From an optimization exercise on the open Yosys and OpenROAD flow, aimed at a short achievable clock period and few clock cycles; shortcuts taken in it are not production practice. Function was checked by simulation only, so behaviour that the tests miss may differ from the original. Power figures rest on the tool's default switching activity, not on a simulated workload.

Setup of run 3:
## single_cycle_mips_32
module single_cycle_mips_32(clk, rst, imem_addr, imem_rdata, dmem_addr,
	dmem_wdata, dmem_we, dmem_rdata);
Size in the first run: about 6500 cells after synthesis, about 80000 um2 of cells after synthesis.
Settings: LEC_CHECK=0, CAP_MARGIN=20, CELL_PAD_IN_SITES_DETAIL_PLACEMENT=1, CELL_PAD_IN_SITES_GLOBAL_PLACEMENT=2, CORE_MARGIN=2, CORE_UTILIZATION=40, SLEW_MARGIN=20, SYNTH_HIERARCHICAL=1; clock period 12.0 ns.
standard.sh (not shown) runs the stock make flow with config.mk's settings and CLKGATE_MAP_FILE= SYNTH_SCRIPT=/design/flow/synth_recipe.tcl, a recipe that flattens the netlist after the stock synthesis.
==> flow/flow/run.sh <==
#!/bin/bash
# Standard synthesis, except that full/half adders are not extracted (ABC maps
# the adders' gates for speed); then the standard layout, with strong port
# buffers and timing repair aiming for a larger setup margin than the 12 ns
# clock needs, so that the achieved period shrinks.
set -euo pipefail
bash standard.sh ADDER_MAP_FILE= synth > synth.log 2>&1
bash standard.sh SETUP_SLACK_MARGIN=${MARGIN:-8.8} \
  "BUFFER_PORTS_ARGS=-buffer_cell sky130_fd_sc_hd__buf_4" finish > layout.log 2>&1
Testbench counts of run 3, summed over its fixed seeds: cycles 45,000.
For run 2, these inputs were changed with respect to run 3:
diff --git a/flow/design.v b/flow/design.v
--- a/flow/design.v
+++ b/flow/design.v
@@ -210,21 +210,23 @@
 	input [31:0] dmem_rdata;
 	localparam R_TYPE 		= 6'b000000;
 	localparam LOAD_WORD 	= 6'b100011;
 	localparam STORE_WORD 	= 6'b101011;
 	localparam BRANCH_EQ	= 6'b000100;
 	localparam JUMP 		= 6'b000010;
 	reg [31:0] pc_o;		 
 	reg [31:0] pc_n;		 
 	wire [31:0] pc = ~pc_n;
 	reg x_valid;
-	reg [31:0] x_target;		 
+	reg [17:0] x_tlo;		 
+	reg x_tc;				 
+	reg [13:0] x_pc4hi;		 
 	reg [15:0] x_imm;
 	reg [31:0] x_a;			 
 	reg [31:0] x_b;			 
 	reg x_fm_a, x_fm_b;		 
 	reg x_lu_a, x_lu_b;		 
 	reg [4:0] x_dst;
 	reg x_wen;
 	reg x_lw;
 	reg x_sw;
 	reg x_beq;				 
@@ -289,26 +291,20 @@
 	near_hi f_tsel(.c(f_tlo[8]), .s(fi[15]), .hi(pc4_hi), .hi_p1(pc4_hi_p1),
 		.hi_m1(pc4_hi_m1), .q(f_thi));
 	wire [31:0] f_target = {f_thi, f_tlo[7:0], pc4[1:0]};
 	wire f_bnear = f_bsame & f_tnear;
 	wire f_bzc;
 	wire x_zero;
 	wire f_take = f_bnear | (f_bzc & x_zero);
 	wire [16:0] f_blo;
 	ks_add #(.W(16)) f_badd(.a(pc4[17:2]), .b(fi[15:0]), .cin(1'b0),
 		.sum(f_blo[15:0]), .cout(f_blo[16]));
-	wire [13:0] f_bhi;
-	wire [13:0] pc4_bhi_p1 = pc4[31:18] + 14'd1;
-	wire [13:0] pc4_bhi_m1 = pc4[31:18] - 14'd1;
-	near_hi #(.W(14)) f_bsel(.c(f_blo[16]), .s(fi[15]), .hi(pc4[31:18]),
-		.hi_p1(pc4_bhi_p1), .hi_m1(pc4_bhi_m1), .q(f_bhi));
-	wire [31:0] f_btarget = {f_bhi, f_blo[15:0], pc4[1:0]};
 	wire [31:0] rs_val = x_fm_a ? m_res : x_a;
 	wire [31:0] rt_val = x_fm_b ? m_res : x_b;
 	wire [31:0] x_sext;
 	sign_ext_16_32 x_sign_ext(
 		.d(x_imm),
 		.q(x_sext)
 		);
 	wire [31:0] alu_res;
 	alu alu(
 		.op_sub(x_sub),
@@ -331,20 +327,26 @@
 		for (k = 1; k < 32; k = k + 1)
 			x_wd_oh[k] = x_wen & (x_dst == k);
 	end
 	wire stall = x_valid & (x_lu_a | x_lu_b);
 	wire x_go = x_valid & ~(x_lu_a | x_lu_b);
 	wire x_eq;
 	zero32 x_eqz(.t(rs_val ^ rt_val), .z(x_eq));
 	assign f_bzc = f_beq & f_tnear & (f_rt == 5'd0) & hx_a & ~x_lw & x_sel_sum;
 	zero_res x_zr(.a(rs_val), .b(rt_val), .sub(x_sub), .z(x_zero));
 	wire x_taken = x_go & x_beq & x_eq;
+	wire [13:0] x_pc4hi_p1 = x_pc4hi + 14'd1;
+	wire [13:0] x_pc4hi_m1 = x_pc4hi - 14'd1;
+	wire [13:0] x_thi;
+	near_hi #(.W(14)) x_tsel(.c(x_tc), .s(x_imm[15]), .hi(x_pc4hi),
+		.hi_p1(x_pc4hi_p1), .hi_m1(x_pc4hi_m1), .q(x_thi));
+	wire [31:0] x_target = {x_thi, x_tlo};
 	wire x_bgo = x_go & x_beq;
 	wire [31:0] pc_jt = {pc4[31:28], fi[25:0], 2'b00};
 	wire [31:0] pc_next, pc_next_n;
 	genvar h;
 	generate
 		for (h = 0; h < 2; h = h + 1) begin : pk
 			pc_pick po(.bgo(x_bgo), .a(rs_val), .b(rt_val), .bzc(f_bzc), .sub(x_sub),
 				.xtarget(x_target[16*h+15:16*h]), .st(stall), .pc(pc[16*h+15:16*h]),
 				.bnear(f_bnear), .ft(f_target[16*h+15:16*h]), .j(f_j),
 				.jt(pc_jt[16*h+15:16*h]), .pc4(pc4[16*h+15:16*h]),
@@ -381,21 +383,23 @@
 			x_lu_a <= 1'b0;
 			x_lu_b <= 1'b0;
 		end
 		else begin
 			x_a <= hm_a ? wd : rf_rd1;
 			x_b <= hm_b ? wd : rf_rd2;
 			x_fm_a <= hx_a & ~x_lw;
 			x_fm_b <= hx_b & ~x_lw;
 			x_lu_a <= hx_a & x_lw & f_use_rs;
 			x_lu_b <= hx_b & x_lw & f_use_rt;
-			x_target <= f_btarget;
+			x_tlo <= {f_blo[15:0], pc4[1:0]};
+			x_tc <= f_blo[16];
+			x_pc4hi <= pc4[31:18];
 			x_imm <= fi[15:0];
 			x_dst <= f_dst;
 			x_wen <= f_wen;
 			x_lw <= f_lw;
 			x_sw <= f_sw;
 			x_beq <= f_beq & ~f_take;
 			x_sub <= f_rtype & (fn_sub | fn_slt);
 			x_sel_sum <= f_rtype & (fn_add | fn_sub);
 			x_sel_slt <= f_rtype & fn_slt;
 			x_sel_and <= f_rtype & fn_and;
@@ -450,23 +454,24 @@
 	input [15:0] ft;
 	input j;
 	input [15:0] jt;
 	input [15:0] pc4;
 	output [15:0] q;
 	wire eq;
 	zero32 eqz(.t(a ^ b), .z(eq));
 	wire xt = bgo & eq;
 	wire z;
 	zero_res zr(.a(a), .b(b), .sub(sub), .z(z));
-	wire take = bnear | (bzc & z);
-	wire [15:0] f = take ? ft : (j ? jt : pc4);
-	assign q = xt ? xtarget : (st ? pc : f);
+	wire take = (bnear | (bzc & z)) & ~st;
+	wire [15:0] other = st ? pc : (j ? jt : pc4);
+	wire [15:0] f = take ? ft : other;
+	assign q = xt ? xtarget : f;
 endmodule
 module zero_res(a, b, sub, z);
 	input [31:0] a;
 	input [31:0] b;
 	input sub;
 	output z;
 	wire [31:0] t_add = (a ^ b) ^ {a[30:0] | b[30:0], 1'b0};
 	wire [31:0] t = sub ? (a ^ b) : t_add;
 	zero32 tz(.t(t), .z(z));
 endmodule
Run 3 → run 2: share of the clock period used by the worst path lost 0.20 points; first-iteration DRC count picked up an extra 189; post-synthesis area per instance lost about 0.9%; fmax picked up an extra about 0.6%; relative contribution of combinational cells to total power lost 1.9 points.
The setup slack of run 2 is larger than that of run 3.
Run 2 vs run 3 — number of fill cells in the layout rose 0.91%.
Run 2 vs run 3 — post-layout instance area dropped slightly
Testbench counts of run 2, summed over its fixed seeds: cycles 45,000.

-- static timing again, ports no longer ideal --
How much do the figures lean on ideal ports? The routed layouts below were timed once more, with nothing changed but the port constraints.
Step 1 sets driving cells, clkbuf_16 on the clock port and buf_2 on the other inputs (assumed; they add their load-dependent delay and slew).
Step 2 adds t to the input delays and takes it off the output delays; t is the mean of the earliest and latest rising clock arrival at the registers after step 1. Input paths then give back, and output paths get back, about the clock's delay inside the block.
Three values: no drivers, after step 1, after step 2; two values: the first two.
| run | shift t [ns] | setup slack, ns | slew at the worst register clock pin (ns) | pins driven straight from the clock port |
|---|---|---|---|---|
| run 3 | 0.919 | 8.157 / 8.054 / 7.180 | 0.06 / 0.06 | 1 |
| run 2 | 0.901 | 8.181 / 8.010 / 7.108 | 0.07 / 0.07 | 1 |
After both steps every run listed still meets setup and hold. The setup slack of run 2, which loses most, moves by -0.171 ns with the drivers and by -1.073 ns with both steps.
